Background: an optimization exercise with open tools, aiming at small area, a short achievable clock period and few clock cycles. Do not read the settings as production practice. In this exercise RTL edits were held to simulation tests only and were not proved equivalent to the original.

## TR
## CAVLC
module CAVLC (
  input  logic        Clk,           
  input  logic        nReset,        
  input  logic        Enable,        
  input  logic  [4:0] nC,            
  input  logic [15:0] Bitstream,     
  output logic        RdReq,         
  output logic [12:0] LevelOut,      
  output logic        WrReq,         
  output logic        BlockDone,     
  output logic  [4:0] TotalCoeffOut  
);
localparam logic [2:0] S_F0 = 3'd0,   
                       S_F1 = 3'd1,   
                       S_CT = 3'd2,   
                       S_T1 = 3'd3,   
                       S_LV = 3'd4,   
                       S_TZ = 3'd5,   
                       S_RB = 3'd6,   
                       S_FW = 3'd7;   
logic  [2:0] State, NextState;
logic [15:0] W0, W1, W2;
logic  [4:0] Ptr;
logic  [4:0] PtrBase;
logic [15:0] Win;
logic  [4:0] NumShift;
logic  [4:0] PtrSum;
logic  [4:0] TotalCoeff;
logic  [1:0] TrailingOnes;
logic        ChromaDC;
logic  [4:0] LevelIdx;       
logic        First;
logic  [2:0] SuffixLength;
logic  [3:0] ZerosLeft;
logic  [3:0] RunsLeft;
logic  [1:0] T1Cnt;
logic  [1:0] T1Signs;
logic  [7:0] Level;
logic  [4:0] CtTotalCoeff;
logic  [1:0] CtTrailingOnes;
logic  [4:0] CtLen;
logic  [3:0] TzTotalZeros, TzLen;
logic  [3:0] RbRun, RbLen;
logic  [3:0] RbLongRun, RbLongLen;
logic  [2:0] RbShortRun;
logic  [1:0] RbShortLen;
logic        RbShort;
logic  [2:0] Zl1, Rb2Run, Rb2Bits;
logic  [1:0] Rb2Len;
logic        RbTwo;
logic  [3:0] Prefix;
logic  [3:0] Suffix4;
logic  [5:0] Suffix6;
logic        CtFit;
logic  [4:0] CtShift;
logic  [2:0] CtSigns;
logic        CtT1Write;
logic  [7:0] LevelCode;
logic        Adjust;
logic  [7:0] LevelVal;
logic  [4:0] LvLen;
logic  [2:0] NextSuffixLength;
logic        MaxCoeff;
logic        BlockEnd;
logic        LvDecode;
logic  [1:0] T1CntNext;
assign LevelOut      = {{5{Level[7]}}, Level};
  ...
==> flow/config.mk <==
export PLATFORM = sky130hd
export DESIGN_NAME = CAVLC
export DESIGN_NICKNAME = CAVLC
export VERILOG_FILES = /design/flow/design.v
export SDC_FILE = /design/flow/constraint.sdc
export NUM_CORES = 4
export LEC_CHECK = 0
export ABC_AREA = 1
export CAP_MARGIN = 20
export CORE_MARGIN = 2
export CORE_UTILIZATION = 40
export SETUP_SLACK_MARGIN = 5
export SLEW_MARGIN = 20
==> flow/constraint.sdc <==
create_clock -name core_clock -period 11.0 [get_ports {Clk}]
set_input_delay 2.2000 -clock core_clock [delete_from_list [all_inputs] [get_ports {Clk}]]
set_output_delay 2.2000 -clock core_clock [all_outputs]
set_load 0.01 [all_outputs]
run.sh (not shown) runs the stock make flow with config.mk's settings and CLKGATE_MAP_FILE= SYNTH_SCRIPT=/design/flow/synth_recipe.tcl, a recipe that flattens the netlist after the stock synthesis.
Testbench counts of TR, summed over its fixed seeds: cycles 23,168.
Here is what was changed in the inputs of JK compared with TR.
--- a/flow/design.v
+++ b/flow/design.v
@@ -2902,19 +2902,16 @@
 logic  [1:0] CtTrailingOnes;
 logic  [4:0] CtLen;
 logic  [3:0] TzTotalZeros, TzLen;
 logic  [3:0] RbRun, RbLen;
 logic  [3:0] RbLongRun, RbLongLen;
 logic  [2:0] RbShortRun;
 logic  [1:0] RbShortLen;
 logic        RbShort;
-logic  [2:0] Zl1, Rb2Run, Rb2Bits;
-logic  [1:0] Rb2Len;
-logic        RbTwo;
 logic  [3:0] Prefix;
 logic  [3:0] Suffix4;
 logic  [5:0] Suffix6;
 logic        CtFit;
 logic  [4:0] CtShift;
 logic  [2:0] CtSigns;
 logic        CtT1Write;
 logic  [7:0] LevelCode;
@@ -2972,31 +2969,16 @@
   .ZerosLeft   (ZerosLeft[2:0]),
   .Bits        (Win[15:13]),
   .RunBefore   (RbShortRun),
   .Len         (RbShortLen)
 );
 assign RbShort = (ZerosLeft <= 4'd6);
 assign RbRun   = RbShort ? {1'b0, RbShortRun} : RbLongRun;
 assign RbLen   = RbShort ? {2'b0, RbShortLen} : RbLongLen;
-assign Zl1 = ZerosLeft[2:0] - RbShortRun;
-always_comb begin
-  case (RbShortLen)
-    2'd1:    Rb2Bits = Win[14:12];
-    2'd2:    Rb2Bits = Win[13:11];
-    default: Rb2Bits = Win[12:10];
-  endcase
-end
-RunBeforeShort uRunBeforeShort2 (
-  .ZerosLeft   (Zl1),
-  .Bits        (Rb2Bits),
-  .RunBefore   (Rb2Run),
-  .Len         (Rb2Len)
-);
-assign RbTwo = RbShort && (Zl1 != 3'd0) && (RunsLeft >= 4'd2);
 logic        Z8, Z4, Z2, Z1;
 logic [15:0] N8, N4, N2, N1;
 assign Z8      = ~|Win[15:8];
 assign N8      = Z8 ? {Win[7:0], 8'b0} : Win;
 assign Z4      = ~|N8[15:12];
 assign N4      = Z4 ? {N8[11:0], 4'b0} : N8;
 assign Z2      = ~|N4[15:14];
 assign N2      = Z2 ? {N4[13:0], 2'b0} : N4;
@@ -3057,24 +3039,18 @@
       end
     end
     S_TZ: begin
       NumShift = {1'b0, TzLen};
       if (TzTotalZeros == 4'd0 || TotalCoeff == 5'd1) BlockEnd  = 1'b1;
       else                                            NextState = S_RB;
     end
     S_RB: begin
-      if (RbTwo) begin
-        NumShift = {3'd0, RbShortLen} + {3'd0, Rb2Len};
-        if (Zl1 == Rb2Run || RunsLeft == 4'd2) BlockEnd = 1'b1;
-      end
-      else begin
-        NumShift = {1'b0, RbLen};
-        if (ZerosLeft == RbRun || RunsLeft == 4'd1) BlockEnd = 1'b1;
-      end
+      NumShift = {1'b0, RbLen};
+      if (ZerosLeft == RbRun || RunsLeft == 4'd1) BlockEnd = 1'b1;
     end
     S_FW: BlockEnd = 1'b1;
     default: ;
   endcase
 end
 assign CtT1Write = (State == S_CT) && (CtTrailingOnes != 2'd0) && CtFit;
 assign T1CntNext = (State == S_T1) ? TrailingOnes - 2'd1 :
                    CtT1Write       ? CtTrailingOnes - 2'd1 :
@@ -3137,24 +3113,18 @@
     First        <= 1'b0;
     SuffixLength <= NextSuffixLength;
   end
   if (State == S_TZ) begin
     ZerosLeft <= TzTotalZeros;
     RunsLeft  <= TotalCoeff[3:0] - 4'd1;
   end
   if (State == S_RB) begin
-    if (RbTwo) begin
-      ZerosLeft <= {1'b0, Zl1 - Rb2Run};
-      RunsLeft  <= RunsLeft - 4'd2;
-    end
-    else begin
-      ZerosLeft <= ZerosLeft - RbRun;
-      RunsLeft  <= RunsLeft - 4'd1;
-    end
+    ZerosLeft <= ZerosLeft - RbRun;
+    RunsLeft  <= RunsLeft - 4'd1;
   end
   if (Enable && Ptr[4]) begin
     W0 <= W1;
     W1 <= W2;
     W2 <= Bitstream;
   end
   if (State == S_T1)
     Level <= Win[15] ? 8'hFF : 8'h01;
Results
JK vs TR, number of core rows went down by 1. The run with more routed wire is TR, not JK. First-iteration DRC count (lower): TR. Setup slack in JK is larger than in TR. Compared with TR, in JK largest stage delay on the critical path went up, met1 usage in global routing went up, met2 track demand over resource in global routing went up, worst hold slack went down. When the final numbers for TR and JK were put side by side, the count of filler cells inserted in the layout turned out to be smaller in JK. Compared with TR, JK shows a lower area of the multi-input gates.
Testbench counts of JK, summed over its fixed seeds: cycles 24,765.

==> separate check: timing with driven ports <==
No port has a modelled driver above. Below, the same layouts with a new extraction and two added sets of constraints. Step 1, drivers: a clkbuf_16 drives Clk and a buf_2 each remaining input, both assumed. Step 2, shift: input delay + t, output delay - t, t = (earliest + latest rising clock arrival at the registers) / 2. This alone moves slack from input paths to output paths. a / b / c = no drivers / after step 1 / after step 2; a / b = the first two.
run | shift t [ns] | slack for setup (ns) | hold slack, ns | clock arrival spread, ns | worst slew at a driven data input, ns
TR | 0.424 | 4.906 / 4.906 / 4.569 | 0.444 / 0.444 / 0.444 | 0.019 / 0.018 | 0.04
JK | 0.399 | 5.031 / 5.031 / 4.689 | 0.431 / 0.431 / 0.431 | 0.012 / 0.012 | 0.05
After both steps setup and hold are still met in every run listed. The setup slack of JK, which loses most, moves by 0.000 ns with the drivers and by -0.342 ns with both steps.
